This design comes from an exercise in tuning for small area, a short achievable clock period and few clock cycles on the open sky130 flow, not from production work. RTL that was checked went through simulation tests only; none was proved equivalent to the original.

// nlp16af
module nlp16af(
    input   logic           i_clk,
    input   logic           i_rst_n,
    output  logic           o_wr,
    output  logic           o_rd,
    input   logic   [15:0]  i_bus,
    output  logic   [15:0]  o_bus,
    output  logic   [15:0]  o_address
);
    logic           rst;
    assign rst = ~i_rst_n;
    logic   [3:0]   state, nstate;
    logic           xq, nxq;             
    logic           nxt, nnxt;           
    logic           ejd;                 
    logic           cmx, ncmx;           
    logic   [3:0]   nfa, nfb;            
    logic   [14:0]  sel_a, sel_b;        
    logic   [14:0]  nsel_a, nsel_b;
    logic   [14:0]  sel_ah, nsel_ah;     
    logic           rd_q, nrd;           
    logic           wr_q, nwr;           
    logic           wrc_q, nwrc;         
    logic   [2:0]   asel, nasel;         
    logic           s_f1, s_f2, s_f3, s_r0, s_xs, s_mls, s_mpp, s_cm, s_wr0;
    assign s_f1  = state == ST_F1;
    assign s_f2  = state == ST_F2;
    assign s_f3  = state == ST_F3;
    assign s_r0  = state == ST_R0;
    assign s_xs  = state == ST_XS;
    assign s_mls = state == ST_MLS;
    assign s_mpp = state == ST_MPP;
    assign s_cm  = state == ST_CM;
    assign s_wr0 = state == ST_WR0;
    logic   [15:0]  ir1;                 
    logic   [7:0]   ir2f;                
    logic   [7:0]   ir2;                 
    logic   [15:0]  ir3, iv, r_a, r_b, r_c, r_d, r_e, r_f, adr, ip, sp;
    logic           fc, fs, fz;          
    logic   [15:0]  mdr;                 
    logic   [3:0]   e_ra1;               
    logic           e_ld;                
    function automatic logic cond_ok(input logic [3:0] cf, input logic c, input logic s, input logic z);
        logic t;
        begin
            case (cf[3:1])
                3'd4:    t = c;
                3'd6:    t = z;
                3'd7:    t = s;
                default: t = 1'b0;
            endcase
            cond_ok = t ^ cf[0];
        end
    endfunction
    logic   [3:0]   opc, ra1;
    logic           is_ld, is_st, is_ldst, is_call, is_pop, is_push, is_alu, ra1_mem, ra1_ip, cnd;
    logic   [5:0]   aluop;
    assign opc     = ir1[15:12];
    assign ra1     = ir1[3:0];
    assign is_ld   = opc == 4'h8;
  ...
For scale: about 1400 cells after synthesis, about 52 I/O pins, about 0.017 mm2 of cells after synthesis.
export LEC_CHECK = 0
export CAP_MARGIN = 60
export CORE_MARGIN = 2
export CORE_UTILIZATION = 40
export CTS_CLUSTER_DIAMETER = 150
export CTS_CLUSTER_SIZE = 25
export SLEW_MARGIN = 60
export SYNTH_HIERARCHICAL = 1
create_clock -name core_clock -period 12.0 [get_ports {i_clk}]
standard.sh (not shown) runs the stock make flow with config.mk's settings and CLKGATE_MAP_FILE= SYNTH_SCRIPT=/design/flow/synth_recipe.tcl, a recipe that flattens the netlist after the stock synthesis.
==> flow/flow/run.sh <==
#!/bin/bash
# Layout flow: the standard flow, with a faster buffer on each port and timing repair
# aiming at a 4.3 ns period.
set -o pipefail
export BUFFER_PORTS_ARGS="-buffer_cell sky130_fd_sc_hd__buf_4"
export SETUP_SLACK_MARGIN=7.7
bash standard.sh > standard.log 2>&1
The starting point passed the timing, design-rule and antenna checks.
Next try:
==> flow/flow/run.sh (replaced) <==
#!/bin/bash
# Layout flow: the standard flow, with a faster buffer on each port and timing repair
# aiming at a 4.6 ns period.
set -o pipefail
export BUFFER_PORTS_ARGS="-buffer_cell sky130_fd_sc_hd__buf_4"
export SETUP_SLACK_MARGIN=7.4
bash standard.sh > standard.log 2>&1
Wire length came out lower by about 4%.
Fmax drops by about 3%.
Global-route usage fell by 0.93 points.
Final cell count goes down by 2.9%.
Design area came out lower by about 2.6%.
Die area stays the same.
No functional check of the RTL was part of any run of this note.

---

== job 2682 ==
Another version of the RTL of nlp16af (not shown whole).
For scale: about 1400 cells after synthesis, ~52 I/O pins, ~16000 um2 of cells after synthesis.
clock: 12.0 ns
lec_check: 0
cap_margin: 60
core_margin: 2
core_utilization: 40
cts_cluster_diameter: 150
cts_cluster_size: 25
slew_margin: 60
synth_hierarchical: 1
==> flow/flow/run.sh <==
#!/bin/bash
# Layout flow: the standard flow, with a faster buffer on each port and timing repair
# aiming at a 4.0 ns period.
set -o pipefail
export BUFFER_PORTS_ARGS="-buffer_cell sky130_fd_sc_hd__buf_4"
export SETUP_SLACK_MARGIN=8.0
bash standard.sh > standard.log 2>&1
Testbench counts of job 2682, summed over its fixed seeds: cycles 83,608.
Inputs modified between job 2682 and job 3963:
Settings: CAP_MARGIN: 60 -> 40; SLEW_MARGIN: 60 -> 40.
==> flow/flow/run.sh <==
#!/bin/bash
# Layout flow: the standard flow, with a faster buffer on each port and timing repair
# aiming at a 4.35 ns period.
set -o pipefail
export BUFFER_PORTS_ARGS="-buffer_cell sky130_fd_sc_hd__buf_4"
export SETUP_SLACK_MARGIN=7.65
bash standard.sh > standard.log 2>&1
Findings:
Taking job 2682 as the reference, in job 3963 final-stage net count went down; weighted congestion at the end of routability-driven global placement went down; arrival time of the worst setup path went up; area fraction of clock buffers and clock inverters did not really move; final area went down. In job 3963 the sequential share of layout area turned out 1.7 points higher than in job 2682. On time the final worst path needs with I/O delays and setup, job 2682 beats job 3963. Between job 3963 and job 2682, it is job 3963 whose global router's overall resource usage is lower, by 0.15 points. Clock sink count: job 3963 vs job 2682 identical. Between job 3963 and job 2682, the difference in share of synthesized registers carrying an async set or reset is negligible. Largest stage delay on the critical path (higher): job 3963.

---

Another version of the RTL of nlp16af (not shown whole).
Size in the first run: about 1,900 cells after synthesis, ~210 flip-flops, roughly 52 I/O pins.
export LEC_CHECK = 0
export CAP_MARGIN = 20
export CORE_MARGIN = 2
export CORE_UTILIZATION = 40
export SLEW_MARGIN = 20
create_clock -name core_clock -period 12.0 [get_ports {i_clk}]
run.sh (not shown) runs the stock make flow with config.mk's settings and CLKGATE_MAP_FILE= SYNTH_SCRIPT=/design/flow/synth_recipe.tcl, a recipe that flattens the netlist after the stock synthesis.
Stock flow here: none of the scripts above is used.
Rerun with:
SETUP_SLACK_MARGIN = 5   (was not set)
Effect: Fmax rises by a quarter to a third. Worst hold slack improved by 62 ps. Wire length rises by roughly a tenth. Non-clock buffer count rises by 210. Via count rises by roughly a tenth. Sequential cell count does not change. Cell area rises by about a fifth. Core utilization rises by 9.5 points. Final cell count rises by a little under a tenth.
No functional check of the RTL was part of any run of this note.

---

## alpha
nlp16af with an RTL version that a note above also has.
Size: ~290 flip-flops, about 52 I/O pins.
export LEC_CHECK = 0
export CAP_MARGIN = 60
export CORE_MARGIN = 2
export CORE_UTILIZATION = 40
export CTS_CLUSTER_DIAMETER = 150
export CTS_CLUSTER_SIZE = 20
export SLEW_MARGIN = 60
export SYNTH_HIERARCHICAL = 1
create_clock -name core_clock -period 12.0 [get_ports {i_clk}]
standard.sh (not shown) runs the stock make flow with config.mk's settings and CLKGATE_MAP_FILE= SYNTH_SCRIPT=/design/flow/synth_recipe.tcl, a recipe that flattens the netlist after the stock synthesis.
==> flow/flow/run.sh <==
#!/bin/bash
# Layout flow: the standard flow, with a faster buffer on each port.
set -o pipefail
export BUFFER_PORTS_ARGS="-buffer_cell sky130_fd_sc_hd__buf_4"
bash standard.sh > standard.log 2>&1
Testbench counts of alpha, summed over its fixed seeds: cycles 83,608.
The inputs of beta differ from those of alpha as listed below.
- CTS_CLUSTER_DIAMETER no longer set, was 150
- CTS_CLUSTER_SIZE no longer set, was 20
### Flow results
The run with more routed wire is beta, not alpha.
Logic depth of the worst register-to-register path: beta vs alpha, no meaningful difference
Diff beta..alpha | area used by multi-input combinational logic | negligible
Number of remaining DRC errors came out exactly the same in beta and alpha.
The higher global-route usage of beta and alpha is in beta.
The following lists how gamma was set up differently from beta:
- changing CAP_MARGIN from 60 to 40
- changing SLEW_MARGIN from 60 to 40
- setting CTS_CLUSTER_DIAMETER to 150 for the first time
- setting CTS_CLUSTER_SIZE to 25 for the first time
==> flow/flow/run.sh <==
#!/bin/bash
# Layout flow: the standard flow, with a faster buffer on each port and timing repair
# aiming at a 4.6 ns period.
set -o pipefail
export BUFFER_PORTS_ARGS="-buffer_cell sky130_fd_sc_hd__buf_4"
export SETUP_SLACK_MARGIN=7.4
bash standard.sh > standard.log 2>&1
Results
Looking at gamma and beta, the met2 wire length is a wash. Diff beta..gamma | initial core utilization | unchanged. Compared gamma against beta; first-pass GRT wire length within noise. gamma reached the final stage; the timing, design-rule and antenna checks on its layout passed. Taking beta as the reference, in gamma layout overhead on the synthesized area decreased 3.4 points; hold slack increased 0.0078 ns; initial DRC count decreased 0.57%; cell area after layout decreased 550 um^2. The higher count of buffer and inverter cells on the critical path of gamma and beta is in beta.
## Diff of input files: delta against gamma
- clearing CTS_CLUSTER_DIAMETER, which used to be 150
- putting CTS_BUF_LIST at sky130_fd_sc_hd__clkbuf_4 sky130_fd_sc_hd__clkbuf_8 where nothing was set
- swapping 40 for 60 in SLEW_MARGIN
- clearing CTS_CLUSTER_SIZE, which used to be 25
- swapping 40 for 60 in CAP_MARGIN
==> flow/flow/run.sh <==
#!/bin/bash
# Layout flow: the standard flow, with a faster buffer on each port.
set -o pipefail
export BUFFER_PORTS_ARGS="-buffer_cell sky130_fd_sc_hd__buf_4"
bash standard.sh > standard.log 2>&1
Layout overhead on the synthesized area in delta vs gamma: up 3.1 points. After synthesis and placement, the instance count of delta is above that of gamma. delta has global-route usage over all layers above what gamma had. delta: shortest period the worst path allows 0.37 ns above gamma. Diff gamma and delta: total CTS buffers higher in delta. delta vs gamma — utilization rose 1.3 points.
--- input diff delta..epsilon ---
- CTS_CLUSTER_SIZE: unset -> 25
- PLACE_DENSITY: unset -> 0.8
- CTS_CLUSTER_DIAMETER: unset -> 150
- CTS_BUF_LIST: sky130_fd_sc_hd__clkbuf_4 sky130_fd_sc_hd__clkbuf_8 -> unset
Notes after the runs:
epsilon vs. delta: register clock-pin slew on the reported worst setup and hold paths now sits higher, overall via count from detail_route now sits higher. Between epsilon and delta, it is epsilon whose arrival time at the worst endpoint is lower, by 0.07 ns. Per the comparison of epsilon with delta, fmax moved up, path depth of the worst reg2reg path moved up, number of fill cells in the layout moved down.

-- what the ideal ports hide --
No port has a modelled driver above. Below, the same layouts with a new extraction and two added sets of constraints. Step 1, drivers: a clkbuf_16 drives i_clk and a buf_2 each remaining input, both assumed. Step 2 times the ports against the registers' clock, not the clock port: input delays grow and output delays shrink by t, the midpoint of the rising clock arrivals with the driver on. a / b / c = ideal / step 1 / step 2; a / b = the first two.
| run | shift t [ns] | setup WS [ns] | hold WS [ns] | worst slew at a driven data input, ns |
|---|---|---|---|---|
| the first run of note 1 | 0.588 | 7.588 / 7.532 / 7.437 | 0.672 / 0.672 / 0.672 | 0.04 |
| the second run of note 1 | 0.567 | 7.450 / 7.396 / 7.481 | 0.683 / 0.683 / 0.683 | 0.04 |
| job 2682 | 0.555 | 7.462 / 7.410 / 7.588 | 0.723 / 0.723 / 0.723 | 0.04 |
| job 3963 | 0.557 | 7.439 / 7.387 / 7.363 | 0.755 / 0.755 / 0.755 | 0.04 |
| the first run of note 3 | 0.609 | 2.149 / 2.168 / 1.560 | 0.771 / 0.771 / 0.771 | 0.06 |
| the second run of note 3 | 0.624 | 4.423 / 4.445 / 3.821 | 0.833 / 0.833 / 0.833 | 0.06 |
| alpha | 0.563 | 7.108 / 7.058 / 7.285 | 0.749 / 0.749 / 0.749 | 0.03 |
| beta | 0.615 | 7.074 / 7.023 / 7.311 | 0.745 / 0.745 / 0.745 | 0.03 |
| gamma | 0.562 | 7.425 / 7.373 / 7.176 | 0.753 / 0.753 / 0.753 | 0.03 |
| delta | 0.632 | 7.051 / 7.005 / 7.321 | 0.741 / 0.741 / 0.741 | 0.03 |
| epsilon | 0.550 | 7.121 / 7.073 / 7.405 | 0.714 / 0.714 / 0.714 | 0.12 |
After both steps every run listed still meets setup and hold. The setup slack of the second run of note 3, which loses most, moves by +0.022 ns with the drivers and by -0.602 ns with both steps.
